Source: an optimization exercise on an open RTL-to-GDS flow (aim: small area, a short achievable clock period and few clock cycles per item). Production flows keep margins and buffers that such runs may drop.
Where RTL was checked, it was by simulation tests only, not by an equivalence proof against the original.
The RTL of runs 2 and 3 was laid out without a check of its function.

## flow/design.v (module list and top-level ports; edited modules follow where they fit)
// module mult_benc: 8 lines
// module mult_enc: 6 lines
// module mult_xn2: 3 lines
// module mult_nor2: 3 lines
// module mult_ao: 3 lines
// module mult_fa: 4 lines
// module mult_fx: 6 lines
// module mult_x2: 3 lines
// module mult_mj: 3 lines
// module mult_ha: 4 lines
// module mult_pc_nnnnt: 6 lines
// module mult_pc_nnttn: 6 lines
// module mult_pc_ttnnt: 6 lines
// module mult_pc_ttttn: 6 lines
// module mult: 1212 lines
module mult(
  input  reset,
  input  clk,
  input  [31:0] a_in,
  input  [31:0] b_in,
  input  start,
  output logic [63:0] product,
  output logic done);
  // ...
==> flow/flow/run.sh <==
#!/bin/bash
set -euo pipefail
export BUFFER_PORTS_ARGS="-buffer_cell sky130_fd_sc_hd__buf_2"
bash standard.sh > standard_flow.log 2>&1
==> flow/standard.sh <==
#!/bin/bash
# synth_recipe.tcl (not shown) runs the flow's synth.tcl, then flattens the netlist and writes it again
# the make line also repeats each setting of config.mk as NAME=value (left out here)
make -C /OpenROAD-flow-scripts/flow DESIGN_CONFIG=/design/flow/config.mk WORK_HOME=/design/flow/orfs CLKGATE_MAP_FILE= SYNTH_SCRIPT=/design/flow/synth_recipe.tcl "${@:-finish}"
==> flow/config.mk <==
export PLATFORM = sky130hd
export DESIGN_NAME = mult
export DESIGN_NICKNAME = mult
export VERILOG_FILES = /design/flow/design.v
export SDC_FILE = /design/flow/constraint.sdc
export NUM_CORES = 4
export LEC_CHECK = 0
export CAP_MARGIN = 20
export CORE_MARGIN = 2
export CORE_UTILIZATION = 60
export CTS_BUF_LIST = sky130_fd_sc_hd__clkbuf_8
export GPL_TIMING_DRIVEN = 0
export PLACE_DENSITY = 0.75
export SETUP_SLACK_MARGIN = 0.05
export SLEW_MARGIN = 20
export SYNTH_HIERARCHICAL = 1
==> flow/constraint.sdc <==
create_clock -name core_clock -period 3.5 [get_ports {clk}]
set_input_delay 0.7000 -clock core_clock [delete_from_list [all_inputs] [get_ports {clk}]]
set_output_delay 0.7000 -clock core_clock [all_outputs]
set_load 0.01 [all_outputs]
==> results.py, run 1 <==
metrics = {
    "timing": {
        "fin_setup_tns_ns": 0,
        "hold-worst-slack_ns": 0.305,
        "min_period_ns": 3.45,
    },
    "global_route": {
        "grt_pass1_wl_um": 79500,
        "antenna_found_initial": 2,
        "grt-busiest-layer": "met2",
        "overflow": 0,
        "grt_pass1_vias": 15200,
    },
    "critical_path": {
        "worstSetupPathType": "register to output port",
        "r2r-end": "s_reg[32]$_DFF_P_",
        "cpMaxStageDelayCell": "dfxtp_4",
        "path_depth": 12,
        "start_kind": "register",
        "worst-path-buf-inv": 4,
    },
    "clocking": {
        "clock_latency_ns": 0.48,
        "path_clk_slew_ns": 0.12,
        "postCtsSetupBuffers": 25,
        "cts_buffers": 17,
    },
    "floorplan": {
        "die_y_um": 175,
        "num_rows": 62,
        "die_area_um2": 30600,
        "ios": 132,
    },
    "finish": {
        "final_core_util": 0.713,
        "buffers": 275,
        "clockNetworkAreaShare": 0.0188,
        "stdcell_count": 2518,
        "design.seq.count": 160,
    },
    "routing": {
        "highest_layer": "met4",
        "drt_iter0_drc": 1154,
    },
    "placement": {
        "pre_cts_slack_ns": -1.20,
    },
    "synth": {
        "ys_warn_count": 7,
        "synthesis.nets": 2166,
    },
    "hold_path": {
        "hold_class": "input pin to register",
        "hp-start": "b_in[4]",
    },
    "status": {
        "status": "no timing/DRC/antenna violations",
    },
}
Testbench counts, summed over its fixed seeds: cycles 9,600, items 2,400.
==> inputs of run 2 (changes only) <==
--- a/flow/design.v
+++ b/flow/design.v
@@ -403,248 +403,248 @@
   logic t441, t442;
   logic t443, t444;
   logic t445, t446;
   logic t447, t448;
   logic t449, t450;
   mult_ha u_t0 (.a(ng[1]), .b(pp0[2]), .s(t1), .co(t2));
   mult_ha u_t1 (.a(pp0[3]), .b(pp1[1]), .s(t3), .co(t4));
   mult_ha u_t2 (.a(ng[2]), .b(pp0[4]), .s(t5), .co(t6));
-  mult_fa u_t3 (.a(pp1[2]), .b(pp2[0]), .c(t4), .s(t7), .co(t8));
+  mult_fa u_t3 (.a(pp1[2]), .b(t5), .c(t4), .s(t7), .co(t8));
   mult_ha u_t4 (.a(pp0[5]), .b(pp1[3]), .s(t9), .co(t10));
   mult_fa u_t5 (.a(pp2[1]), .b(t6), .c(t9), .s(t11), .co(t12));
-  mult_ha u_t6 (.a(ng[3]), .b(pp0[6]), .s(t13), .co(t14));
-  mult_fa u_t7 (.a(pp1[4]), .b(pp2[2]), .c(pp3[0]), .s(t15), .co(t16));
-  mult_fa u_t8 (.a(t10), .b(t13), .c(t15), .s(t17), .co(t18));
-  mult_ha u_t9 (.a(pp0[7]), .b(pp1[5]), .s(t19), .co(t20));
-  mult_fa u_t10 (.a(pp2[3]), .b(pp3[1]), .c(t14), .s(t21), .co(t22));
+  mult_ha u_t6 (.a(ng[3]), .b(pp2[2]), .s(t13), .co(t14));
+  mult_fa u_t7 (.a(pp1[4]), .b(pp0[6]), .c(t10), .s(t15), .co(t16));
+  mult_fa u_t8 (.a(t13), .b(pp3[0]), .c(t15), .s(t17), .co(t18));
+  mult_ha u_t9 (.a(pp1[5]), .b(pp2[3]), .s(t19), .co(t20));
+  mult_fa u_t10 (.a(pp3[1]), .b(t14), .c(pp0[7]), .s(t21), .co(t22));
   mult_fa u_t11 (.a(t19), .b(t16), .c(t21), .s(t23), .co(t24));
-  mult_fx u_t12 (.a(ng[4]), .b(pp4[0]), .c(accc[8]), .s(t25), .co(t26));
-  mult_fa u_t13 (.a(t25), .b(pp0[8]), .c(pp1[6]), .s(t27), .co(t28));
-  mult_fa u_t14 (.a(pp2[4]), .b(pp3[2]), .c(t20), .s(t29), .co(t30));
-  mult_fa u_t15 (.a(t27), .b(t29), .c(t22), .s(t31), .co(t32));
+  mult_fa u_t12 (.a(ng[4]), .b(pp2[4]), .c(pp4[0]), .s(t25), .co(t26));
+  mult_fa u_t13 (.a(accc[8]), .b(pp3[2]), .c(t20), .s(t27), .co(t28));
+  mult_fa u_t14 (.a(pp1[6]), .b(pp0[8]), .c(t25), .s(t29), .co(t30));
+  mult_fa u_t15 (.a(t27), .b(t22), .c(t29), .s(t31), .co(t32));
   mult_ha u_t16 (.a(pp4[1]), .b(accs[9]), .s(t33), .co(t34));
-  mult_fx u_t17 (.a(accc[9]), .b(t33), .c(pp0[9]), .s(t35), .co(t36));
-  mult_fa u_t18 (.a(pp1[7]), .b(pp2[5]), .c(pp3[3]), .s(t37), .co(t38));
-  mult_fx u_t19 (.a(t26), .b(t35), .c(t28), .s(t39), .co(t40));
+  mult_fa u_t17 (.a(pp2[5]), .b(accc[9]), .c(pp3[3]), .s(t35), .co(t36));
+  mult_fa u_t18 (.a(t33), .b(pp1[7]), .c(t26), .s(t37), .co(t38));
+  mult_fa u_t19 (.a(pp0[9]), .b(t35), .c(t28), .s(t39), .co(t40));
   mult_fa u_t20 (.a(t37), .b(t30), .c(t39), .s(t41), .co(t42));
-  mult_fx u_t21 (.a(ng[5]), .b(pp4[2]), .c(pp5[0]), .s(t43), .co(t44));
-  mult_fx u_t22 (.a(accs[10]), .b(accc[10]), .c(t43), .s(t45), .co(t46));
-  mult_fa u_t23 (.a(t34), .b(pp0[10]), .c(pp1[8]), .s(t47), .co(t48));
-  mult_fa u_t24 (.a(pp2[6]), .b(pp3[4]), .c(t45), .s(t49), .co(t50));
-  mult_fx u_t25 (.a(t36), .b(t38), .c(t47), .s(t51), .co(t52));
+  mult_fa u_t21 (.a(ng[5]), .b(pp4[2]), .c(accs[10]), .s(t43), .co(t44));
+  mult_fa u_t22 (.a(pp5[0]), .b(accc[10]), .c(pp3[4]), .s(t45), .co(t46));
+  mult_fa u_t23 (.a(t34), .b(pp1[8]), .c(pp0[10]), .s(t47), .co(t48));
+  mult_fa u_t24 (.a(t43), .b(t36), .c(pp2[6]), .s(t49), .co(t50));
+  mult_fa u_t25 (.a(t45), .b(t38), .c(t47), .s(t51), .co(t52));
   mult_fa u_t26 (.a(t49), .b(t40), .c(t51), .s(t53), .co(t54));
   mult_ha u_t27 (.a(pp4[3]), .b(pp5[1]), .s(t55), .co(t56));
-  mult_fa u_t28 (.a(accc[11]), .b(t55), .c(t44), .s(t57), .co(t58));
-  mult_fa u_t29 (.a(pp0[11]), .b(pp1[9]), .c(pp2[7]), .s(t59), .co(t60));
-  mult_fa u_t30 (.a(pp3[5]), .b(t57), .c(t46), .s(t61), .co(t62));
-  mult_fx u_t31 (.a(t48), .b(t59), .c(t50), .s(t63), .co(t64));
-  mult_fx u_t32 (.a(t61), .b(t52), .c(t63), .s(t65), .co(t66));
-  mult_fx u_t33 (.a(pp4[4]), .b(pp5[2]), .c(accs[12]), .s(t67), .co(t68));
-  mult_fx u_t34 (.a(accc[12]), .b(t56), .c(t67), .s(t69), .co(t70));
-  mult_fa u_t35 (.a(pp0[12]), .b(pp1[10]), .c(pp2[8]), .s(t71), .co(t72));
-  mult_fx u_t36 (.a(pp3[6]), .b(t69), .c(t58), .s(t73), .co(t74));
-  mult_fx u_t37 (.a(t60), .b(t71), .c(t73), .s(t75), .co(t76));
-  mult_fx u_t38 (.a(t62), .b(t75), .c(t64), .s(t77), .co(t78));
-  mult_fx u_t39 (.a(pp4[5]), .b(pp5[3]), .c(accs[13]), .s(t79), .co(t80));
-  mult_fx u_t40 (.a(accc[13]), .b(t79), .c(pp0[13]), .s(t81), .co(t82));
-  mult_fa u_t41 (.a(pp1[11]), .b(pp2[9]), .c(pp3[7]), .s(t83), .co(t84));
-  mult_fx u_t42 (.a(t68), .b(t70), .c(t81), .s(t85), .co(t86));
+  mult_fa u_t28 (.a(pp3[5]), .b(accc[11]), .c(t55), .s(t57), .co(t58));
+  mult_fa u_t29 (.a(pp2[7]), .b(pp1[9]), .c(pp0[11]), .s(t59), .co(t60));
+  mult_fa u_t30 (.a(t44), .b(t46), .c(t57), .s(t61), .co(t62));
+  mult_fa u_t31 (.a(t48), .b(t59), .c(t50), .s(t63), .co(t64));
+  mult_fa u_t32 (.a(t61), .b(t52), .c(t63), .s(t65), .co(t66));
+  mult_fa u_t33 (.a(pp4[4]), .b(pp5[2]), .c(accs[12]), .s(t67), .co(t68));
+  mult_fx u_t34 (.a(t56), .b(accc[12]), .c(pp2[8]), .s(t69), .co(t70));
+  mult_fa u_t35 (.a(pp1[10]), .b(pp0[12]), .c(t67), .s(t71), .co(t72));
+  mult_fa u_t36 (.a(pp3[6]), .b(t58), .c(t69), .s(t73), .co(t74));
+  mult_fx u_t37 (.a(t60), .b(t71), .c(t62), .s(t75), .co(t76));
+  mult_fa u_t38 (.a(t73), .b(t64), .c(t75), .s(t77), .co(t78));
+  mult_fx u_t39 (.a(pp5[3]), .b(pp4[5]), .c(accs[13]), .s(t79), .co(t80));
+  mult_fx u_t40 (.a(t79), .b(accc[13]), .c(t68), .s(t81), .co(t82));
+  mult_fa u_t41 (.a(pp2[9]), .b(pp1[11]), .c(pp0[13]), .s(t83), .co(t84));
+  mult_fa u_t42 (.a(pp3[7]), .b(t70), .c(t81), .s(t85), .co(t86));
   mult_fx u_t43 (.a(t72), .b(t83), .c(t74), .s(t87), .co(t88));
   mult_fx u_t44 (.a(t85), .b(t87), .c(t76), .s(t89), .co(t90));
   mult_fx u_t45 (.a(pp4[6]), .b(pp5[4]), .c(accs[14]), .s(t91), .co(t92));
-  mult_fx u_t46 (.a(accc[14]), .b(t91), .c(pp0[14]), .s(t93), .co(t94));
-  mult_fa u_t47 (.a(pp1[12]), .b(pp2[10]), .c(pp3[8]), .s(t95), .co(t96));
-  mult_fa u_t48 (.a(t80), .b(t93), .c(t82), .s(t97), .co(t98));
+  mult_fa u_t46 (.a(accc[14]), .b(t80), .c(t91), .s(t93), .co(t94));
+  mult_fa u_t47 (.a(pp2[10]), .b(pp1[12]), .c(pp0[14]), .s(t95), .co(t96));
+  mult_fa u_t48 (.a(pp3[8]), .b(t82), .c(t93), .s(t97), .co(t98));
   mult_fx u_t49 (.a(t84), .b(t95), .c(t86), .s(t99), .co(t100));
   mult_fx u_t50 (.a(t97), .b(t99), .c(t88), .s(t101), .co(t102));
   mult_fx u_t51 (.a(pp4[7]), .b(pp5[5]), .c(accs[15]), .s(t103), .co(t104));
-  mult_fx u_t52 (.a(accc[15]), .b(t103), .c(pp0[15]), .s(t105), .co(t106));
-  mult_fa u_t53 (.a(pp1[13]), .b(pp2[11]), .c(pp3[9]), .s(t107), .co(t108));
-  mult_fx u_t54 (.a(t92), .b(t105), .c(t94), .s(t109), .co(t110));
-  mult_fx u_t55 (.a(t96), .b(t107), .c(t109), .s(t111), .co(t112));
-  mult_fx u_t56 (.a(t98), .b(t111), .c(t100), .s(t113), .co(t114));
-  mult_fx u_t57 (.a(pp4[8]), .b(pp5[6]), .c(accs[16]), .s(t115), .co(t116));
-  mult_fx u_t58 (.a(accc[16]), .b(t115), .c(pp0[16]), .s(t117), .co(t118));
-  mult_fa u_t59 (.a(pp1[14]), .b(pp2[12]), .c(pp3[10]), .s(t119), .co(t120));
-  mult_fx u_t60 (.a(t104), .b(t117), .c(t106), .s(t121), .co(t122));
-  mult_fx u_t61 (.a(t108), .b(t119), .c(t121), .s(t123), .co(t124));
-  mult_fx u_t62 (.a(t110), .b(t123), .c(t112), .s(t125), .co(t126));
-  mult_fx u_t63 (.a(pp4[9]), .b(pp5[7]), .c(accs[17]), .s(t127), .co(t128));
-  mult_fx u_t64 (.a(accc[17]), .b(t127), .c(pp0[17]), .s(t129), .co(t130));
-  mult_fa u_t65 (.a(pp1[15]), .b(pp2[13]), .c(pp3[11]), .s(t131), .co(t132));
-  mult_fx u_t66 (.a(t116), .b(t129), .c(t118), .s(t133), .co(t134));
-  mult_fx u_t67 (.a(t120), .b(t131), .c(t133), .s(t135), .co(t136));
-  mult_fx u_t68 (.a(t122), .b(t135), .c(t124), .s(t137), .co(t138));
-  mult_fx u_t69 (.a(pp4[10]), .b(pp5[8]), .c(accs[18]), .s(t139), .co(t140));
-  mult_fx u_t70 (.a(accc[18]), .b(t139), .c(pp0[18]), .s(t141), .co(t142));
-  mult_fa u_t71 (.a(pp1[16]), .b(pp2[14]), .c(pp3[12]), .s(t143), .co(t144));
-  mult_fx u_t72 (.a(t128), .b(t141), .c(t130), .s(t145), .co(t146));
-  mult_fx u_t73 (.a(t132), .b(t143), .c(t145), .s(t147), .co(t148));
-  mult_fx u_t74 (.a(t134), .b(t147), .c(t136), .s(t149), .co(t150));
-  mult_fx u_t75 (.a(pp4[11]), .b(pp5[9]), .c(accs[19]), .s(t151), .co(t152));
-  mult_fx u_t76 (.a(accc[19]), .b(t151), .c(pp0[19]), .s(t153), .co(t154));
-  mult_fa u_t77 (.a(pp1[17]), .b(pp2[15]), .c(pp3[13]), .s(t155), .co(t156));
-  mult_fx u_t78 (.a(t140), .b(t153), .c(t142), .s(t157), .co(t158));
-  mult_fx u_t79 (.a(t144), .b(t155), .c(t157), .s(t159), .co(t160));
-  mult_fx u_t80 (.a(t146), .b(t159), .c(t148), .s(t161), .co(t162));
-  mult_fx u_t81 (.a(pp4[12]), .b(pp5[10]), .c(accs[20]), .s(t163), .co(t164));
-  mult_fx u_t82 (.a(accc[20]), .b(t163), .c(pp0[20]), .s(t165), .co(t166));
-  mult_fa u_t83 (.a(pp1[18]), .b(pp2[16]), .c(pp3[14]), .s(t167), .co(t168));
-  mult_fx u_t84 (.a(t152), .b(t165), .c(t154), .s(t169), .co(t170));
-  mult_fx u_t85 (.a(t156), .b(t167), .c(t169), .s(t171), .co(t172));
-  mult_fx u_t86 (.a(t158), .b(t171), .c(t160), .s(t173), .co(t174));
-  mult_fx u_t87 (.a(pp4[13]), .b(pp5[11]), .c(accs[21]), .s(t175), .co(t176));
-  mult_fx u_t88 (.a(accc[21]), .b(t175), .c(pp0[21]), .s(t177), .co(t178));
-  mult_fa u_t89 (.a(pp1[19]), .b(pp2[17]), .c(pp3[15]), .s(t179), .co(t180));
-  mult_fx u_t90 (.a(t164), .b(t177), .c(t166), .s(t181), .co(t182));
-  mult_fx u_t91 (.a(t168), .b(t179), .c(t181), .s(t183), .co(t184));
-  mult_fx u_t92 (.a(t170), .b(t183), .c(t172), .s(t185), .co(t186));
-  mult_fx u_t93 (.a(pp4[14]), .b(pp5[12]), .c(accs[22]), .s(t187), .co(t188));
-  mult_fx u_t94 (.a(accc[22]), .b(t187), .c(pp0[22]), .s(t189), .co(t190));
-  mult_fa u_t95 (.a(pp1[20]), .b(pp2[18]), .c(pp3[16]), .s(t191), .co(t192));
-  mult_fx u_t96 (.a(t176), .b(t189), .c(t178), .s(t193), .co(t194));
-  mult_fx u_t97 (.a(t180), .b(t191), .c(t193), .s(t195), .co(t196));
-  mult_fx u_t98 (.a(t182), .b(t195), .c(t184), .s(t197), .co(t198));
-  mult_fx u_t99 (.a(pp4[15]), .b(pp5[13]), .c(accs[23]), .s(t199), .co(t200));
-  mult_fx u_t100 (.a(accc[23]), .b(t199), .c(pp0[23]), .s(t201), .co(t202));
-  mult_fa u_t101 (.a(pp1[21]), .b(pp2[19]), .c(pp3[17]), .s(t203), .co(t204));
-  mult_fx u_t102 (.a(t188), .b(t201), .c(t190), .s(t205), .co(t206));
-  mult_fx u_t103 (.a(t192), .b(t203), .c(t205), .s(t207), .co(t208));
-  mult_fx u_t104 (.a(t194), .b(t207), .c(t196), .s(t209), .co(t210));
-  mult_fx u_t105 (.a(pp4[16]), .b(pp5[14]), .c(accs[24]), .s(t211), .co(t212));
-  mult_fx u_t106 (.a(accc[24]), .b(t211), .c(pp0[24]), .s(t213), .co(t214));
-  mult_fa u_t107 (.a(pp1[22]), .b(pp2[20]), .c(pp3[18]), .s(t215), .co(t216));
-  mult_fx u_t108 (.a(t200), .b(t213), .c(t202), .s(t217), .co(t218));
-  mult_fx u_t109 (.a(t204), .b(t215), .c(t217), .s(t219), .co(t220));
-  mult_fx u_t110 (.a(t206), .b(t219), .c(t208), .s(t221), .co(t222));
-  mult_fx u_t111 (.a(pp4[17]), .b(pp5[15]), .c(accs[25]), .s(t223), .co(t224));
-  mult_fx u_t112 (.a(accc[25]), .b(t223), .c(pp0[25]), .s(t225), .co(t226));
-  mult_fa u_t113 (.a(pp1[23]), .b(pp2[21]), .c(pp3[19]), .s(t227), .co(t228));
-  mult_fx u_t114 (.a(t212), .b(t225), .c(t214), .s(t229), .co(t230));
-  mult_fx u_t115 (.a(t216), .b(t227), .c(t229), .s(t231), .co(t232));
-  mult_fx u_t116 (.a(t218), .b(t231), .c(t220), .s(t233), .co(t234));
+  mult_fx u_t52 (.a(accc[15]), .b(t103), .c(t92), .s(t105), .co(t106));
+  mult_fa u_t53 (.a(pp1[13]), .b(pp2[11]), .c(pp0[15]), .s(t107), .co(t108));
+  mult_fa u_t54 (.a(pp3[9]), .b(t94), .c(t105), .s(t109), .co(t110));
+  mult_fx u_t55 (.a(t96), .b(t107), .c(t98), .s(t111), .co(t112));
+  mult_fx u_t56 (.a(t109), .b(t111), .c(t100), .s(t113), .co(t114));
+  mult_fa u_t57 (.a(pp5[6]), .b(pp4[8]), .c(accs[16]), .s(t115), .co(t116));
+  mult_fa u_t58 (.a(pp0[16]), .b(accc[16]), .c(t104), .s(t117), .co(t118));
+  mult_fa u_t59 (.a(t115), .b(pp2[12]), .c(pp1[14]), .s(t119), .co(t120));
+  mult_fa u_t60 (.a(pp3[10]), .b(t117), .c(t106), .s(t121), .co(t122));
+  mult_fx u_t61 (.a(t108), .b(t119), .c(t110), .s(t123), .co(t124));
+  mult_fx u_t62 (.a(t121), .b(t123), .c(t112), .s(t125), .co(t126));
+  mult_fa u_t63 (.a(pp4[9]), .b(pp5[7]), .c(accs[17]), .s(t127), .co(t128));
+  mult_fx u_t64 (.a(accc[17]), .b(pp0[17]), .c(t127), .s(t129), .co(t130));
+  mult_fa u_t65 (.a(t116), .b(pp2[13]), .c(pp1[15]), .s(t131), .co(t132));
+  mult_fa u_t66 (.a(pp3[11]), .b(t118), .c(t129), .s(t133), .co(t134));
+  mult_fx u_t67 (.a(t120), .b(t131), .c(t122), .s(t135), .co(t136));
+  mult_fx u_t68 (.a(t133), .b(t135), .c(t124), .s(t137), .co(t138));
+  mult_fx u_t69 (.a(pp5[8]), .b(pp4[10]), .c(accs[18]), .s(t139), .co(t140));
+  mult_fa u_t70 (.a(pp0[18]), .b(pp1[16]), .c(accc[18]), .s(t141), .co(t142));
+  mult_fa u_t71 (.a(t128), .b(t139), .c(pp2[14]), .s(t143), .co(t144));
+  mult_fa u_t72 (.a(pp3[12]), .b(t130), .c(t141), .s(t145), .co(t146));
+  mult_fx u_t73 (.a(t132), .b(t143), .c(t134), .s(t147), .co(t148));
+  mult_fx u_t74 (.a(t145), .b(t147), .c(t136), .s(t149), .co(t150));
+  mult_fx u_t75 (.a(pp5[9]), .b(pp4[11]), .c(accs[19]), .s(t151), .co(t152));
+  mult_fa u_t76 (.a(pp0[19]), .b(accc[19]), .c(t151), .s(t153), .co(t154));
+  mult_fa u_t77 (.a(pp1[17]), .b(pp2[15]), .c(t140), .s(t155), .co(t156));
+  mult_fa u_t78 (.a(pp3[13]), .b(t142), .c(t144), .s(t157), .co(t158));
+  mult_fx u_t79 (.a(t153), .b(t155), .c(t146), .s(t159), .co(t160));
+  mult_fx u_t80 (.a(t157), .b(t159), .c(t148), .s(t161), .co(t162));
+  mult_fa u_t81 (.a(pp4[12]), .b(pp5[10]), .c(accs[20]), .s(t163), .co(t164));
+  mult_fa u_t82 (.a(pp0[20]), .b(pp2[16]), .c(accc[20]), .s(t165), .co(t166));
+  mult_fa u_t83 (.a(pp1[18]), .b(t163), .c(t152), .s(t167), .co(t168));
+  mult_fa u_t84 (.a(pp3[14]), .b(t165), .c(t154), .s(t169), .co(t170));
+  mult_fx u_t85 (.a(t156), .b(t167), .c(t158), .s(t171), .co(t172));
+  mult_fx u_t86 (.a(t169), .b(t171), .c(t160), .s(t173), .co(t174));
+  mult_fa u_t87 (.a(pp5[11]), .b(pp4[13]), .c(accs[21]), .s(t175), .co(t176));
+  mult_fa u_t88 (.a(pp0[21]), .b(pp2[17]), .c(pp1[19]), .s(t177), .co(t178));
+  mult_fa u_t89 (.a(accc[21]), .b(t175), .c(t164), .s(t179), .co(t180));
+  mult_fa u_t90 (.a(pp3[15]), .b(t166), .c(t177), .s(t181), .co(t182));
+  mult_fx u_t91 (.a(t168), .b(t179), .c(t170), .s(t183), .co(t184));
+  mult_fx u_t92 (.a(t181), .b(t183), .c(t172), .s(t185), .co(t186));
+  mult_fa u_t93 (.a(pp4[14]), .b(pp5[12]), .c(accs[22]), .s(t187), .co(t188));
+  mult_fa u_t94 (.a(pp2[18]), .b(pp1[20]), .c(pp3[16]), .s(t189), .co(t190));
+  mult_fa u_t95 (.a(accc[22]), .b(t176), .c(t187), .s(t191), .co(t192));
+  mult_fa u_t96 (.a(pp0[22]), .b(t178), .c(t189), .s(t193), .co(t194));
+  mult_fx u_t97 (.a(t180), .b(t191), .c(t182), .s(t195), .co(t196));
+  mult_fx u_t98 (.a(t193), .b(t195), .c(t184), .s(t197), .co(t198));
+  mult_fa u_t99 (.a(pp5[13]), .b(pp4[15]), .c(accs[23]), .s(t199), .co(t200));
+  mult_fa u_t100 (.a(pp2[19]), .b(pp3[17]), .c(accc[23]), .s(t201), .co(t202));
+  mult_fa u_t101 (.a(pp1[21]), .b(t199), .c(t188), .s(t203), .co(t204));
+  mult_fa u_t102 (.a(pp0[23]), .b(t190), .c(t201), .s(t205), .co(t206));
+  mult_fx u_t103 (.a(t192), .b(t203), .c(t194), .s(t207), .co(t208));
+  mult_fx u_t104 (.a(t205), .b(t207), .c(t196), .s(t209), .co(t210));
+  mult_fa u_t105 (.a(pp4[16]), .b(pp5[14]), .c(accs[24]), .s(t211), .co(t212));
+  mult_fa u_t106 (.a(pp2[20]), .b(pp3[18]), .c(accc[24]), .s(t213), .co(t214));
+  mult_fa u_t107 (.a(t200), .b(t211), .c(pp1[22]), .s(t215), .co(t216));
+  mult_fa u_t108 (.a(pp0[24]), .b(t202), .c(t213), .s(t217), .co(t218));
+  mult_fx u_t109 (.a(t204), .b(t215), .c(t206), .s(t219), .co(t220));
+  mult_fx u_t110 (.a(t217), .b(t219), .c(t208), .s(t221), .co(t222));
+  mult_fa u_t111 (.a(pp4[17]), .b(pp5[15]), .c(accs[25]), .s(t223), .co(t224));
+  mult_fx u_t112 (.a(pp2[21]), .b(pp3[19]), .c(accc[25]), .s(t225), .co(t226));
+  mult_fa u_t113 (.a(t212), .b(t223), .c(pp0[25]), .s(t227), .co(t228));
+  mult_fa u_t114 (.a(pp1[23]), .b(t214), .c(t225), .s(t229), .co(t230));
+  mult_fx u_t115 (.a(t216), .b(t227), .c(t218), .s(t231), .co(t232));
+  mult_fa u_t116 (.a(t229), .b(t231), .c(t220), .s(t233), .co(t234));
   mult_fx u_t117 (.a(pp4[18]), .b(pp5[16]), .c(accs[26]), .s(t235), .co(t236));
-  mult_fx u_t118 (.a(accc[26]), .b(t235), .c(pp0[26]), .s(t237), .co(t238));
-  mult_fa u_t119 (.a(pp1[24]), .b(pp2[22]), .c(pp3[20]), .s(t239), .co(t240));
-  mult_fx u_t120 (.a(t224), .b(t237), .c(t226), .s(t241), .co(t242));
-  mult_fx u_t121 (.a(t228), .b(t239), .c(t241), .s(t243), .co(t244));
-  mult_fx u_t122 (.a(t230), .b(t243), .c(t232), .s(t245), .co(t246));
-  mult_fx u_t123 (.a(pp4[19]), .b(pp5[17]), .c(accs[27]), .s(t247), .co(t248));
-  mult_fx u_t124 (.a(accc[27]), .b(t247), .c(pp0[27]), .s(t249), .co(t250));
-  mult_fa u_t125 (.a(pp1[25]), .b(pp2[23]), .c(pp3[21]), .s(t251), .co(t252));
-  mult_fx u_t126 (.a(t236), .b(t249), .c(t238), .s(t253), .co(t254));
-  mult_fx u_t127 (.a(t240), .b(t251), .c(t253), .s(t255), .co(t256));
-  mult_fx u_t128 (.a(t242), .b(t255), .c(t244), .s(t257), .co(t258));
+  mult_fa u_t118 (.a(pp3[20]), .b(accc[26]), .c(t235), .s(t237), .co(t238));
+  mult_fa u_t119 (.a(t224), .b(pp2[22]), .c(pp0[26]), .s(t239), .co(t240));
+  mult_fa u_t120 (.a(pp1[24]), .b(t226), .c(t237), .s(t241), .co(t242));
+  mult_fa u_t121 (.a(t228), .b(t239), .c(t230), .s(t243), .co(t244));
+  mult_fx u_t122 (.a(t241), .b(t232), .c(t243), .s(t245), .co(t246));
+  mult_fa u_t123 (.a(pp4[19]), .b(pp5[17]), .c(accs[27]), .s(t247), .co(t248));
+  mult_fx u_t124 (.a(pp3[21]), .b(accc[27]), .c(t247), .s(t249), .co(t250));
+  mult_fa u_t125 (.a(t236), .b(pp0[27]), .c(pp2[23]), .s(t251), .co(t252));
+  mult_fx u_t126 (.a(pp1[25]), .b(t238), .c(t249), .s(t253), .co(t254));
+  mult_fx u_t127 (.a(t240), .b(t251), .c(t242), .s(t255), .co(t256));
+  mult_fa u_t128 (.a(t253), .b(t244), .c(t255), .s(t257), .co(t258));
   mult_fx u_t129 (.a(pp4[20]), .b(pp5[18]), .c(accs[28]), .s(t259), .co(t260));
-  mult_fx u_t130 (.a(accc[28]), .b(t259), .c(pp0[28]), .s(t261), .co(t262));
-  mult_fa u_t131 (.a(pp1[26]), .b(pp2[24]), .c(pp3[22]), .s(t263), .co(t264));
-  mult_fx u_t132 (.a(t248), .b(t261), .c(t250), .s(t265), .co(t266));
-  mult_fx u_t133 (.a(t252), .b(t263), .c(t265), .s(t267), .co(t268));
-  mult_fx u_t134 (.a(t254), .b(t267), .c(t256), .s(t269), .co(t270));
+  mult_fa u_t130 (.a(accc[28]), .b(t248), .c(t259), .s(t261), .co(t262));
+  mult_fx u_t131 (.a(pp0[28]), .b(pp2[24]), .c(pp3[22]), .s(t263), .co(t264));
+  mult_fx u_t132 (.a(pp1[26]), .b(t250), .c(t261), .s(t265), .co(t266));
+  mult_fx u_t133 (.a(t252), .b(t263), .c(t254), .s(t267), .co(t268));
+  mult_fx u_t134 (.a(t265), .b(t267), .c(t256), .s(t269), .co(t270));
   mult_fx u_t135 (.a(pp4[21]), .b(pp5[19]), .c(accs[29]), .s(t271), .co(t272));
   mult_fx u_t136 (.a(accc[29]), .b(t271), .c(pp0[29]), .s(t273), .co(t274));
-  mult_fa u_t137 (.a(pp1[27]), .b(pp2[25]), .c(pp3[23]), .s(t275), .co(t276));
-  mult_fx u_t138 (.a(t260), .b(t273), .c(t262), .s(t277), .co(t278));
-  mult_fx u_t139 (.a(t264), .b(t275), .c(t277), .s(t279), .co(t280));
-  mult_fx u_t140 (.a(t266), .b(t279), .c(t268), .s(t281), .co(t282));
+  mult_fa u_t137 (.a(pp2[25]), .b(t260), .c(pp1[27]), .s(t275), .co(t276));
+  mult_fa u_t138 (.a(pp3[23]), .b(t262), .c(t273), .s(t277), .co(t278));
+  mult_fx u_t139 (.a(t264), .b(t275), .c(t266), .s(t279), .co(t280));
+  mult_fx u_t140 (.a(t277), .b(t268), .c(t279), .s(t281), .co(t282));
   mult_fx u_t141 (.a(pp4[22]), .b(pp5[20]), .c(accs[30]), .s(t283), .co(t284));
-  mult_fx u_t142 (.a(accc[30]), .b(t283), .c(pp0[30]), .s(t285), .co(t286));
-  mult_fa u_t143 (.a(pp1[28]), .b(pp2[26]), .c(pp3[24]), .s(t287), .co(t288));
-  mult_fx u_t144 (.a(t272), .b(t285), .c(t274), .s(t289), .co(t290));
-  mult_fx u_t145 (.a(t276), .b(t287), .c(t289), .s(t291), .co(t292));
-  mult_fx u_t146 (.a(t278), .b(t291), .c(t280), .s(t293), .co(t294));
+  mult_fa u_t142 (.a(accc[30]), .b(t272), .c(t283), .s(t285), .co(t286));
+  mult_fa u_t143 (.a(pp0[30]), .b(pp2[26]), .c(pp1[28]), .s(t287), .co(t288));
+  mult_fa u_t144 (.a(pp3[24]), .b(t274), .c(t285), .s(t289), .co(t290));
+  mult_fx u_t145 (.a(t276), .b(t287), .c(t278), .s(t291), .co(t292));
+  mult_fx u_t146 (.a(t289), .b(t291), .c(t280), .s(t293), .co(t294));
   mult_fx u_t147 (.a(pp4[23]), .b(pp5[21]), .c(accs[31]), .s(t295), .co(t296));
-  mult_fx u_t148 (.a(accc[31]), .b(t295), .c(pp0[31]), .s(t297), .co(t298));
-  mult_fa u_t149 (.a(pp1[29]), .b(pp2[27]), .c(pp3[25]), .s(t299), .co(t300));
-  mult_fx u_t150 (.a(t284), .b(t297), .c(t286), .s(t301), .co(t302));
-  mult_fx u_t151 (.a(t288), .b(t299), .c(t301), .s(t303), .co(t304));
-  mult_fx u_t152 (.a(t290), .b(t303), .c(t292), .s(t305), .co(t306));
-  mult_fx u_t153 (.a(pp4[24]), .b(pp5[22]), .c(accs[32]), .s(t307), .co(t308));
-  mult_fx u_t154 (.a(accc[32]), .b(t307), .c(pp0[32]), .s(t309), .co(t310));
-  mult_fa u_t155 (.a(pp1[30]), .b(pp2[28]), .c(pp3[26]), .s(t311), .co(t312));
-  mult_fx u_t156 (.a(t296), .b(t309), .c(t298), .s(t313), .co(t314));
-  mult_fx u_t157 (.a(t300), .b(t311), .c(t313), .s(t315), .co(t316));
-  mult_fx u_t158 (.a(t302), .b(t315), .c(t304), .s(t317), .co(t318));
-  mult_fa u_t159 (.a(ns[0]), .b(pp4[25]), .c(pp5[23]), .s(t319), .co(t320));
-  mult_fx u_t160 (.a(accs[33]), .b(accc[33]), .c(t319), .s(t321), .co(t322));
-  mult_fa u_t161 (.a(pp1[31]), .b(pp2[29]), .c(pp3[27]), .s(t323), .co(t324));
-  mult_fx u_t162 (.a(t308), .b(t321), .c(t310), .s(t325), .co(t326));
-  mult_fx u_t163 (.a(t312), .b(t323), .c(t325), .s(t327), .co(t328));
-  mult_fx u_t164 (.a(t314), .b(t327), .c(t316), .s(t329), .co(t330));
-  mult_ha u_t165 (.a(pp4[26]), .b(pp5[24]), .s(t331), .co(t332));
-  mult_fx u_t166 (.a(accs[34]), .b(accc[34]), .c(t331), .s(t333), .co(t334));
-  mult_fa u_t167 (.a(t320), .b(pp1[32]), .c(pp2[30]), .s(t335), .co(t336));
-  mult_fx u_t168 (.a(pp3[28]), .b(t333), .c(t322), .s(t337), .co(t338));
-  mult_fx u_t169 (.a(t324), .b(t335), .c(t337), .s(t339), .co(t340));
-  mult_fx u_t170 (.a(t326), .b(t339), .c(t328), .s(t341), .co(t342));
-  mult_ha u_t171 (.a(ns[1]), .b(pp4[27]), .s(t343), .co(t344));
-  mult_fx u_t172 (.a(pp5[25]), .b(accs[35]), .c(accc[35]), .s(t345), .co(t346));
-  mult_fx u_t173 (.a(t332), .b(t343), .c(pp2[31]), .s(t347), .co(t348));
-  mult_fx u_t174 (.a(pp3[29]), .b(t345), .c(t334), .s(t349), .co(t350));
-  mult_fa u_t175 (.a(t347), .b(t336), .c(t349), .s(t351), .co(t352));
+  mult_fx u_t148 (.a(accc[31]), .b(t295), .c(pp2[27]), .s(t297), .co(t298));
+  mult_fa u_t149 (.a(t284), .b(pp0[31]), .c(pp1[29]), .s(t299), .co(t300));
+  mult_fa u_t150 (.a(pp3[25]), .b(t286), .c(t297), .s(t301), .co(t302));
+  mult_fx u_t151 (.a(t288), .b(t299), .c(t290), .s(t303), .co(t304));
+  mult_fx u_t152 (.a(t301), .b(t303), .c(t292), .s(t305), .co(t306));
+  mult_fx u_t153 (.a(pp5[22]), .b(pp4[24]), .c(accs[32]), .s(t307), .co(t308));
+  mult_fa u_t154 (.a(accc[32]), .b(t307), .c(t296), .s(t309), .co(t310));
+  mult_fa u_t155 (.a(pp0[32]), .b(pp2[28]), .c(pp3[26]), .s(t311), .co(t312));
+  mult_fx u_t156 (.a(pp1[30]), .b(t309), .c(t298), .s(t313), .co(t314));
+  mult_fx u_t157 (.a(t300), .b(t311), .c(t302), .s(t315), .co(t316));
+  mult_fx u_t158 (.a(t313), .b(t315), .c(t304), .s(t317), .co(t318));
+  mult_fa u_t159 (.a(pp5[23]), .b(ns[0]), .c(accs[33]), .s(t319), .co(t320));
+  mult_fx u_t160 (.a(pp4[25]), .b(accc[33]), .c(t308), .s(t321), .co(t322));
+  mult_fa u_t161 (.a(t319), .b(pp1[31]), .c(pp2[29]), .s(t323), .co(t324));
+  mult_fa u_t162 (.a(pp3[27]), .b(t321), .c(t310), .s(t325), .co(t326));
+  mult_fx u_t163 (.a(t312), .b(t323), .c(t314), .s(t327), .co(t328));
+  mult_fx u_t164 (.a(t325), .b(t327), .c(t316), .s(t329), .co(t330));
+  mult_ha u_t165 (.a(pp5[24]), .b(pp4[26]), .s(t331), .co(t332));
+  mult_fa u_t166 (.a(accs[34]), .b(t331), .c(accc[34]), .s(t333), .co(t334));
+  mult_fa u_t167 (.a(t320), .b(pp2[30]), .c(pp1[32]), .s(t335), .co(t336));
+  mult_fa u_t168 (.a(t333), .b(pp3[28]), .c(t322), .s(t337), .co(t338));
+  mult_fx u_t169 (.a(t324), .b(t335), .c(t326), .s(t339), .co(t340));
+  mult_fx u_t170 (.a(t337), .b(t339), .c(t328), .s(t341), .co(t342));
+  mult_ha u_t171 (.a(pp4[27]), .b(accs[35]), .s(t343), .co(t344));
+  mult_fa u_t172 (.a(pp5[25]), .b(ns[1]), .c(t332), .s(t345), .co(t346));
+  mult_fx u_t173 (.a(accc[35]), .b(t343), .c(pp2[31]), .s(t347), .co(t348));
+  mult_fa u_t174 (.a(t345), .b(t334), .c(pp3[29]), .s(t349), .co(t350));
+  mult_fx u_t175 (.a(t347), .b(t336), .c(t349), .s(t351), .co(t352));
   mult_fx u_t176 (.a(t338), .b(t351), .c(t340), .s(t353), .co(t354));
-  mult_fx u_t177 (.a(pp4[28]), .b(pp5[26]), .c(accs[36]), .s(t355), .co(t356));
-  mult_fa u_t178 (.a(accc[36]), .b(t344), .c(t355), .s(t357), .co(t358));
-  mult_fx u_t179 (.a(pp2[32]), .b(pp3[30]), .c(t346), .s(t359), .co(t360));
-  mult_fa u_t180 (.a(t357), .b(t348), .c(t359), .s(t361), .co(t362));
-  mult_fx u_t181 (.a(t350), .b(t361), .c(t352), .s(t363), .co(t364));
-  mult_ha u_t182 (.a(ns[2]), .b(pp4[29]), .s(t365), .co(t366));
-  mult_fa u_t183 (.a(pp5[27]), .b(accs[37]), .c(accc[37]), .s(t367), .co(t368));
-  mult_fx u_t184 (.a(t365), .b(pp3[31]), .c(t356), .s(t369), .co(t370));
-  mult_fx u_t185 (.a(t367), .b(t358), .c(t369), .s(t371), .co(t372));
-  mult_fa u_t186 (.a(t360), .b(t371), .c(t362), .s(t373), .co(t374));
-  mult_fx u_t187 (.a(pp4[30]), .b(pp5[28]), .c(accs[38]), .s(t375), .co(t376));
-  mult_fx u_t188 (.a(accc[38]), .b(t366), .c(t375), .s(t377), .co(t378));
+  mult_fa u_t177 (.a(pp5[26]), .b(pp4[28]), .c(accs[36]), .s(t355), .co(t356));
+  mult_fx u_t178 (.a(accc[36]), .b(t344), .c(t355), .s(t357), .co(t358));
+  mult_fa u_t179 (.a(t346), .b(pp2[32]), .c(pp3[30]), .s(t359), .co(t360));
+  mult_fx u_t180 (.a(t357), .b(t348), .c(t350), .s(t361), .co(t362));
+  mult_fx u_t181 (.a(t359), .b(t361), .c(t352), .s(t363), .co(t364));
+  mult_ha u_t182 (.a(pp4[29]), .b(pp5[27]), .s(t365), .co(t366));
+  mult_fa u_t183 (.a(accs[37]), .b(ns[2]), .c(accc[37]), .s(t367), .co(t368));
+  mult_fa u_t184 (.a(t365), .b(t356), .c(pp3[31]), .s(t369), .co(t370));
+  mult_fa u_t185 (.a(t367), .b(t358), .c(t369), .s(t371), .co(t372));
+  mult_fx u_t186 (.a(t360), .b(t362), .c(t371), .s(t373), .co(t374));
+  mult_fa u_t187 (.a(pp4[30]), .b(pp5[28]), .c(accs[38]), .s(t375), .co(t376));
+  mult_fx u_t188 (.a(t366), .b(accc[38]), .c(t375), .s(t377), .co(t378));
   mult_fa u_t189 (.a(pp3[32]), .b(t368), .c(t377), .s(t379), .co(t380));
   mult_fa u_t190 (.a(t370), .b(t379), .c(t372), .s(t381), .co(t382));
-  mult_ha u_t191 (.a(ns[3]), .b(pp4[31]), .s(t383), .co(t384));
-  mult_fa u_t192 (.a(pp5[29]), .b(accs[39]), .c(accc[39]), .s(t385), .co(t386));
+  mult_ha u_t191 (.a(pp4[31]), .b(accs[39]), .s(t383), .co(t384));
+  mult_fa u_t192 (.a(pp5[29]), .b(ns[3]), .c(accc[39]), .s(t385), .co(t386));
   mult_fa u_t193 (.a(t383), .b(t376), .c(t385), .s(t387), .co(t388));
   mult_fa u_t194 (.a(t378), .b(t387), .c(t380), .s(t389), .co(t390));
   mult_fa u_t195 (.a(pp4[32]), .b(pp5[30]), .c(accs[40]), .s(t391), .co(t392));
   mult_fa u_t196 (.a(accc[40]), .b(t384), .c(t391), .s(t393), .co(t394));
   mult_fa u_t197 (.a(t386), .b(t393), .c(t388), .s(t395), .co(t396));
   mult_ha u_t198 (.a(ns[4]), .b(pp5[31]), .s(t397), .co(t398));
-  mult_fa u_t199 (.a(accs[41]), .b(accc[41]), .c(t397), .s(t399), .co(t400));
+  mult_fa u_t199 (.a(accc[41]), .b(accs[41]), .c(t397), .s(t399), .co(t400));
   mult_fa u_t200 (.a(t392), .b(t399), .c(t394), .s(t401), .co(t402));
-  mult_fa u_t201 (.a(pp5[32]), .b(accs[42]), .c(accc[42]), .s(t403), .co(t404));
+  mult_fa u_t201 (.a(pp5[32]), .b(accc[42]), .c(accs[42]), .s(t403), .co(t404));
   mult_fa u_t202 (.a(t398), .b(t403), .c(t400), .s(t405), .co(t406));
   mult_ha u_t203 (.a(ns[5]), .b(accs[43]), .s(t407), .co(t408));
   mult_fa u_t204 (.a(accc[43]), .b(t407), .c(t404), .s(t409), .co(t410));
-  mult_fa u_t205 (.a(accs[44]), .b(accc[44]), .c(t408), .s(t411), .co(t412));
-  mult_ha u_t206 (.a(accs[45]), .b(accc[45]), .s(t413), .co(t414));
+  mult_fa u_t205 (.a(accc[44]), .b(accs[44]), .c(t408), .s(t411), .co(t412));
+  mult_ha u_t206 (.a(accc[45]), .b(accs[45]), .s(t413), .co(t414));
   mult_ha u_t207 (.a(accs[46]), .b(accc[46]), .s(t415), .co(t416));
-  mult_ha u_t208 (.a(accs[47]), .b(accc[47]), .s(t417), .co(t418));
-  mult_ha u_t209 (.a(accs[48]), .b(accc[48]), .s(t419), .co(t420));
-  mult_ha u_t210 (.a(accs[49]), .b(accc[49]), .s(t421), .co(t422));
-  mult_ha u_t211 (.a(accs[50]), .b(accc[50]), .s(t423), .co(t424));
+  mult_ha u_t208 (.a(accc[47]), .b(accs[47]), .s(t417), .co(t418));
+  mult_ha u_t209 (.a(accc[48]), .b(accs[48]), .s(t419), .co(t420));
+  mult_ha u_t210 (.a(accc[49]), .b(accs[49]), .s(t421), .co(t422));
+  mult_ha u_t211 (.a(accc[50]), .b(accs[50]), .s(t423), .co(t424));
   mult_ha u_t212 (.a(accs[51]), .b(accc[51]), .s(t425), .co(t426));
   mult_ha u_t213 (.a(accs[52]), .b(accc[52]), .s(t427), .co(t428));
   mult_ha u_t214 (.a(accs[53]), .b(accc[53]), .s(t429), .co(t430));
   mult_ha u_t215 (.a(accs[54]), .b(accc[54]), .s(t431), .co(t432));
   mult_ha u_t216 (.a(accs[55]), .b(accc[55]), .s(t433), .co(t434));
   mult_ha u_t217 (.a(accs[56]), .b(accc[56]), .s(t435), .co(t436));
-  mult_ha u_t218 (.a(accs[57]), .b(accc[57]), .s(t437), .co(t438));
-  mult_ha u_t219 (.a(accs[58]), .b(accc[58]), .s(t439), .co(t440));
-  mult_ha u_t220 (.a(accs[59]), .b(accc[59]), .s(t441), .co(t442));
-  mult_ha u_t221 (.a(accs[60]), .b(accc[60]), .s(t443), .co(t444));
-  mult_ha u_t222 (.a(accs[61]), .b(accc[61]), .s(t445), .co(t446));
+  mult_ha u_t218 (.a(accc[57]), .b(accs[57]), .s(t437), .co(t438));
+  mult_ha u_t219 (.a(accc[58]), .b(accs[58]), .s(t439), .co(t440));
+  mult_ha u_t220 (.a(accc[59]), .b(accs[59]), .s(t441), .co(t442));
+  mult_ha u_t221 (.a(accc[60]), .b(accs[60]), .s(t443), .co(t444));
+  mult_ha u_t222 (.a(accc[61]), .b(accs[61]), .s(t445), .co(t446));
   mult_ha u_t223 (.a(accs[62]), .b(accc[62]), .s(t447), .co(t448));
-  mult_ha u_t224 (.a(accs[63]), .b(accc[63]), .s(t449), .co(t450));
+  mult_ha u_t224 (.a(accc[63]), .b(accs[63]), .s(t449), .co(t450));
   logic [63:0] s_nxt, c_nxt;
   assign s_nxt[0] = pp0[0];
   assign c_nxt[0] = ng[0];
   assign s_nxt[1] = pp0[1];
   assign c_nxt[1] = 1'b0;
   assign s_nxt[2] = pp1[0];
   assign c_nxt[2] = t1;
   assign s_nxt[3] = t2;
   assign c_nxt[3] = t3;
-  assign s_nxt[4] = t5;
+  assign s_nxt[4] = pp2[0];
   assign c_nxt[4] = t7;
   assign s_nxt[5] = t8;
   assign c_nxt[5] = t11;
   assign s_nxt[6] = t12;
   assign c_nxt[6] = t17;
   assign s_nxt[7] = t18;
   assign c_nxt[7] = t23;
   assign s_nxt[8] = t24;
==> flow/config.mk (replaced) <==
export PLATFORM = sky130hd
export DESIGN_NAME = mult
export DESIGN_NICKNAME = mult
export VERILOG_FILES = /design/flow/design.v
export SDC_FILE = /design/flow/constraint.sdc
export NUM_CORES = 4
export LEC_CHECK = 0
export CAP_MARGIN = 20
export CORE_MARGIN = 2
export CORE_UTILIZATION = 60
export GPL_TIMING_DRIVEN = 0
export PLACE_DENSITY = 0.75
export SETUP_SLACK_MARGIN = 0.05
export SLEW_MARGIN = 20
export SYNTH_HIERARCHICAL = 1
==> run 2 against run 1 <==
The layout now fails its checks (negative setup slack). Critical path depth did not move. Register-to-register slack got worse by 0.09 ns. Critical endpoint is now product[33]. Highest routed layer unchanged.
==> results.py, run 2 <==
metrics = {
    "finish": {
        "stdcell_count": 2395,
        "nNetsFinal": 2286,
        "drive_above_1_share": 0.279,
        "area_delta_synth_final_pct": 17.0,
        "regArea_um2": 3260,
        "final_core_util": 0.715,
        "multi_input_area_um2": 13700,
        "largest_reg_flops": 64,
        "antenna_cells": 0,
        "layout_common_cells": "xnor2_1, xor2_1, a22oi_1",
        "fill_cells": 2133,
        "final_common_cell": "xnor2_1",
    },
    "synth": {
        "synth_cells": 1827,
        "ys_warn_count": 7,
        "synth_area_um2": 17000,
        "avgSynthCellArea_um2": 9.33,
        "synthesis.nets": 2109,
    },
    "floorplan": {
        "core_area_um2": 27900,
        "num_rows": 61,
        "initial_core_util": 0.612,
        "die_y_um": 173,
        "die_area_um2": 29800,
        "ios": 132,
        "chipWidth_um": 173,
    },
    "critical_path": {
        "worstSetupPathType": "register to output port",
        "r2r_setup_slack_ns": 0.05,
        "cp_max_fo": 8,
        "cp.required_ns": 2.80,
        "cp.arrival_ns": 2.81,
        "crit_chain": "ha_4, a21oi_4, o21ai_2, a21oi_4, o21ai_4, buf_12, a21oi_4, buf_12, inv_1, a21o_1, xor2_2, buf_2",
        "slowest_delay_ns": 0.37,
        "path_common_cell": "a21oi_4",
        "start_kind": "register",
        "cpMaxStageDelayCell": "dfxtp_4",
        "end_kind": "output port",
    },
    "clocking": {
        "cts_buffers": 17,
        "path_clk_slew_ns": 0.08,
        "cts-htree-levels": 4,
        "cts-root-buf": "clkbuf_16",
        "cts.sinks": 160,
        "clk_path_buf_depth": 2,
        "clock_latency_ns": 0.46,
        "hold_buffers": 0,
        "cts_tree": "done",
    },
    "routing": {
        "drt_iter0_drc": 1274,
        "post-route-drc-count": 0,
        "vias": 14400,
        "wirelength_um": 50200,
        "firstDrtPassIters": 6,
        "ant_nets": 0,
        "via_per_inst": 6.00,
        "wire_per_inst_um": 21.0,
    },
    "timing": {
        "final_min_period_over_clock_period": 1.00,
        "drv_slew": 0,
        "fin_setup_tns_ns": -0.0210,
        "slew_headroom": 0.558,
        "final-setup-viol-count": 4,
        "fin_ws_ns": -0.00827,
        "worst_slew_pin_slew_ns": 0.663,
        "min_period_ns": 3.51,
        "rsz0062_at_grt": "yes",
        "hold-worst-slack_ns": 0.0277,
        "fmax_mhz": 285,
        "finClkSkew_ns": 0.0178,
        "hold_violations": 0,
    },
    "global_route": {
        "grt_pass1_wl_um": 77800,
        "grt_max_degree": 32,
        "grtUsageTotal": 0.332,
        "antenna_found_initial": 0,
        "overflow": 0,
        "grt_pass1_vias": 14600,
    },
    "placement": {
        "place_congestion": 0.950,
        "pre_cts_slack_ns": -1.09,
        "placed_cells": 2337,
        "dp.final_hpwl_um": 38100,
        "port_buffers": 131,
    },
    "hold_path": {
        "hold_class": "input pin to asynchronous set/reset pin",
    },
    "job": {
        "drv_cap": 0,
    },
    "status": {
        "status": "failed layout checks",
        "violations": "negative setup slack",
    },
}
-- run 2: changes by cell type in the layout (fill, tap and decap cells not counted), sizes merged, moves of 4 or more --
cell	previous run	this run
fa	61	118
maj3	131	74
clkinv	4	8
clkbuf	83	91
xor2	313	199
buf	208	201
-- run 2: path summary, 6_finish.rpt --
check	endpoint	cells past startpoint	startpoint
setup / recovery	product[33]	12	c_reg[5]$_DFF_P_
hold / removal	p1$_DFF_PN0_	1	reset
setup reg to reg	s_reg[17]$_DFF_P_	9	etwo[4]$_SDFF_PN0_
hold reg to reg	etwo[0]$_SDFF_PN0_	1	b_reg[0]$_DFF_P_
max in group asynchronous	g$_DFF_PN0_	1	reset
min in group core_clock	b_reg[5]$_DFF_P_	1	b_in[5]
-- run 2: cell type report --
cell class / instances / share of cell area
Buffer: 106 / 0.0269
Clock inverter: 14 / 0.00816
Tap cell: 378 / 0.0237
Sequential cell: 160 / 0.164
Timing Repair Buffer: 168 / 0.0522
Multi-Input combinational cell: 1458 / 0.686
Clock buffer: 18 / 0.0220
Inverter: 93 / 0.0175
-- run 2: what timing repair did --
item,CTS,global route
cloned,2,0
setup endpoints to repair,110,74
endpoints found under the hold margin,0,0
pin swaps,28,26
resized for setup,109,119
setup buffers,26,11
-- run 2: worst max-delay path, delay by kind of cell (launching register included) --
kind | cells | cell delay, ns
AOI/OAI and AO/OA | 6 | 1.03
xor gates and xnor gates | 1 | 0.16
adders and majority gates | 1 | 0.26
buffers and inverters | 4 | 0.52
DFF | 1 | 0.37
-- run 2: per-layer routing --
metal	track usage	vias to the layer above	wire length, um
li1	-	6551	-
met1	0.374	6948	18500
met2	0.586	657	24800
met3	0.0493	205	3310
met4	0.213	0	3540
met5	0	-	0
-- run 2: through the flow --
stage	area, um2
detailed placement	18200
CTS	19600
global route	19900
finish	19900
floorplan	17100
global placement	18200
==> inputs of run 3 (changes only) <==
--- a/flow/config.mk
+++ b/flow/config.mk
@@ -12,3 +12,3 @@
 export PLACE_DENSITY = 0.75
-export SETUP_SLACK_MARGIN = 0.05
+export SETUP_SLACK_MARGIN = 0.1
 export SLEW_MARGIN = 20
==> run 3 against run 2 <==
Now clean on timing, DRC and antenna. Sequential share of layout area shrank 0.29 points. Die area unchanged. Clock-buffer cell count fell by 1. Critical endpoint is now product[50].
==> results.py, run 3 <==
metrics = {
    "synth": {
        "synth_cells": 1827,
        "avgSynthCellArea_um2": 9.33,
        "ys_warn_count": 7,
        "synthesis.nets": 2109,
        "synth_area_um2": 17000,
    },
    "clocking": {
        "cts-root-buf": "clkbuf_16",
        "cts_tree": "done",
        "cts-htree-levels": 4,
        "clk_path_buf_depth": 2,
        "cts.sinks": 160,
        "hold_buffers": 0,
        "cts_buffers": 17,
        "path_clk_slew_ns": 0.08,
        "clock_latency_ns": 0.46,
    },
    "floorplan": {
        "core_area_um2": 27900,
        "die_y_um": 173,
        "chipWidth_um": 173,
        "ios": 132,
        "die_area_um2": 29800,
        "num_rows": 61,
        "initial_core_util": 0.612,
    },
    "finish": {
        "largest_reg_flops": 64,
        "layout_common_cells": "xnor2_1, xor2_1, a22oi_1",
        "fill_cells": 2061,
        "nNetsFinal": 2300,
        "multi_input_area_um2": 13800,
        "drive_above_1_share": 0.295,
        "final_core_util": 0.727,
        "regArea_um2": 3260,
        "final_common_cell": "xnor2_1",
        "area_delta_synth_final_pct": 18.9,
        "antenna_cells": 0,
    },
    "timing": {
        "fin_setup_tns_ns": 0,
        "rsz0062_at_grt": "yes",
        "final_min_period_over_clock_period": 0.980,
        "min_period_ns": 3.43,
        "drv_slew": 0,
        "finClkSkew_ns": 0.0160,
        "worst_slew_pin_slew_ns": 0.603,
        "final-setup-viol-count": 0,
        "slew_headroom": 0.598,
        "hold_violations": 0,
        "fmax_mhz": 292,
    },
    "global_route": {
        "overflow": 0,
        "grt_max_degree": 32,
        "grt_pass1_wl_um": 78700,
        "grtUsageTotal": 0.335,
        "grt_pass1_vias": 14600,
        "antenna_found_initial": 0,
    },
    "critical_path": {
        "startpoint": "s_reg[6]$_DFF_P_",
        "end_kind": "output port",
        "rr_startpoint": "eneg[5]$_SDFF_PN0_",
        "cp_max_fo": 8,
        "cp.required_ns": 2.80,
        "cp.arrival_ns": 2.73,
        "start_kind": "register",
        "worstSetupPathType": "register to output port",
    },
    "routing": {
        "vias": 14500,
        "wirelength_um": 51300,
        "ant_nets": 0,
        "wire_per_inst_um": 21.3,
        "post-route-drc-count": 0,
        "drt_iter0_drc": 1249,
        "via_per_inst": 6.03,
        "firstDrtPassIters": 6,
    },
    "hold_path": {
        "hold_class": "input pin to asynchronous set/reset pin",
    },
    "placement": {
        "port_buffers": 131,
        "dp.final_hpwl_um": 38400,
        "place_congestion": 0.968,
    },
    "status": {
        "status": "no timing/DRC/antenna violations",
    },
    "job": {
        "drv_cap": 0,
    },
}
[run 3: final cells by class]
class / count / area share
well taps: 378 / 0.0233
clock inverters: 15 / 0.00988
plain buffers: 112 / 0.0293
multi-input cells: 1458 / 0.682
repair buffers: 176 / 0.0566
clock buffers: 17 / 0.0210
inverters: 93 / 0.0172
flip-flops and latches: 160 / 0.161
[run 3: worst paths after layout]
kind                       slack, ns  cells after the start                  to
max                             0.07                     12         product[50]
max reg2reg                     0.15                      9   s_reg[17]$_DFF_P_
min                             0.03                      1         m$_DFF_PN0_
max in group asynchronous       3.37                      1         g$_DFF_PN0_
min in group core_clock         0.34                      1    b_reg[3]$_DFF_P_
min reg2reg                     0.47                      1  etwo[0]$_SDFF_PN0_
[run 3: worst max-delay path, cell delays in order (launching register included)]
cell,delay [ns]
dfxtp_1,0.41
ha_4,0.24
nand2_1,0.13
nor2_2,0.07
a21oi_4,0.26
o21ai_4,0.08
buf_12,0.14
buf_8,0.13
a21oi_4,0.21
clkbuf_16,0.20
o21ai_1,0.07
xor2_1,0.16
buf_2,0.14
[run 3: metal layers]
layer  GRT usage  up-vias  routed length [um]
li1            -     6585                   -
met1       0.382     7061               19100
met2       0.595      691               25700
met3      0.0464      183                3130
met4       0.207        0                3330
met5           0        -                   0
[run 3: stage by stage]
| step | std cells | instance area (um2) | setup WS (ns) | hold slack [ns] |
|---|---|---|---|---|
| global placement | 2336 | 18200 | -1.12 | 0.437 |
| CTS | 2396 | 19700 | 0.0807 | 0.0257 |
| finish | 2409 | 20300 | 0.0705 | 0.0305 |
| global route | 2409 | 20300 | -0.0416 | 0.0290 |
| floorplan | 1827 | 17100 | 0.132 | 0.404 |
| detailed placement | 2336 | 18200 | -1.13 | 0.465 |
[run 3: repair_timing]
item / CTS / global route
gates resized for setup: 134 / 144
cloned: 1 / 1
setup buffers: 28 / 16
setup endpoints to repair: 115 / 91
pin swaps: 32 / 29

[port drivers added, routing unchanged]
In the flow no input, the clock included, has a driving cell. The finished layouts below were timed again as built, in two steps. Step 1: set_driving_cell puts a clkbuf_16 on clk and a buf_2 on each other input, an assumption about the parent block. Step 2 also shifts input and output timing later by t, the mid clock arrival at the registers, as if the neighbouring blocks saw the same clock. Slacks: ideal ports / drivers / drivers and shift; pairs: ideal ports / drivers.
run | shift t [ns] | setup WS [ns] | worst hold slack (ns) | worst register clock-pin slew, ns
run 1 | 0.522 | 0.053 / 0.003 / -0.403 | 0.305 / 0.276 / 0.441 | 0.12 / 0.12
run 2 | 0.497 | -0.008 / -0.061 / -0.381 | 0.028 / -0.004 / 0.440 | 0.08 / 0.08
run 3 | 0.505 | 0.071 / 0.018 / -0.367 | 0.031 / 0.001 / 0.474 | 0.08 / 0.08
Met with ideal ports but missed after step 2: setup timing in run 1 and run 3. For run 1, which loses most, drivers alone change the setup slack by -0.050 ns; drivers and shift together by -0.456 ns.
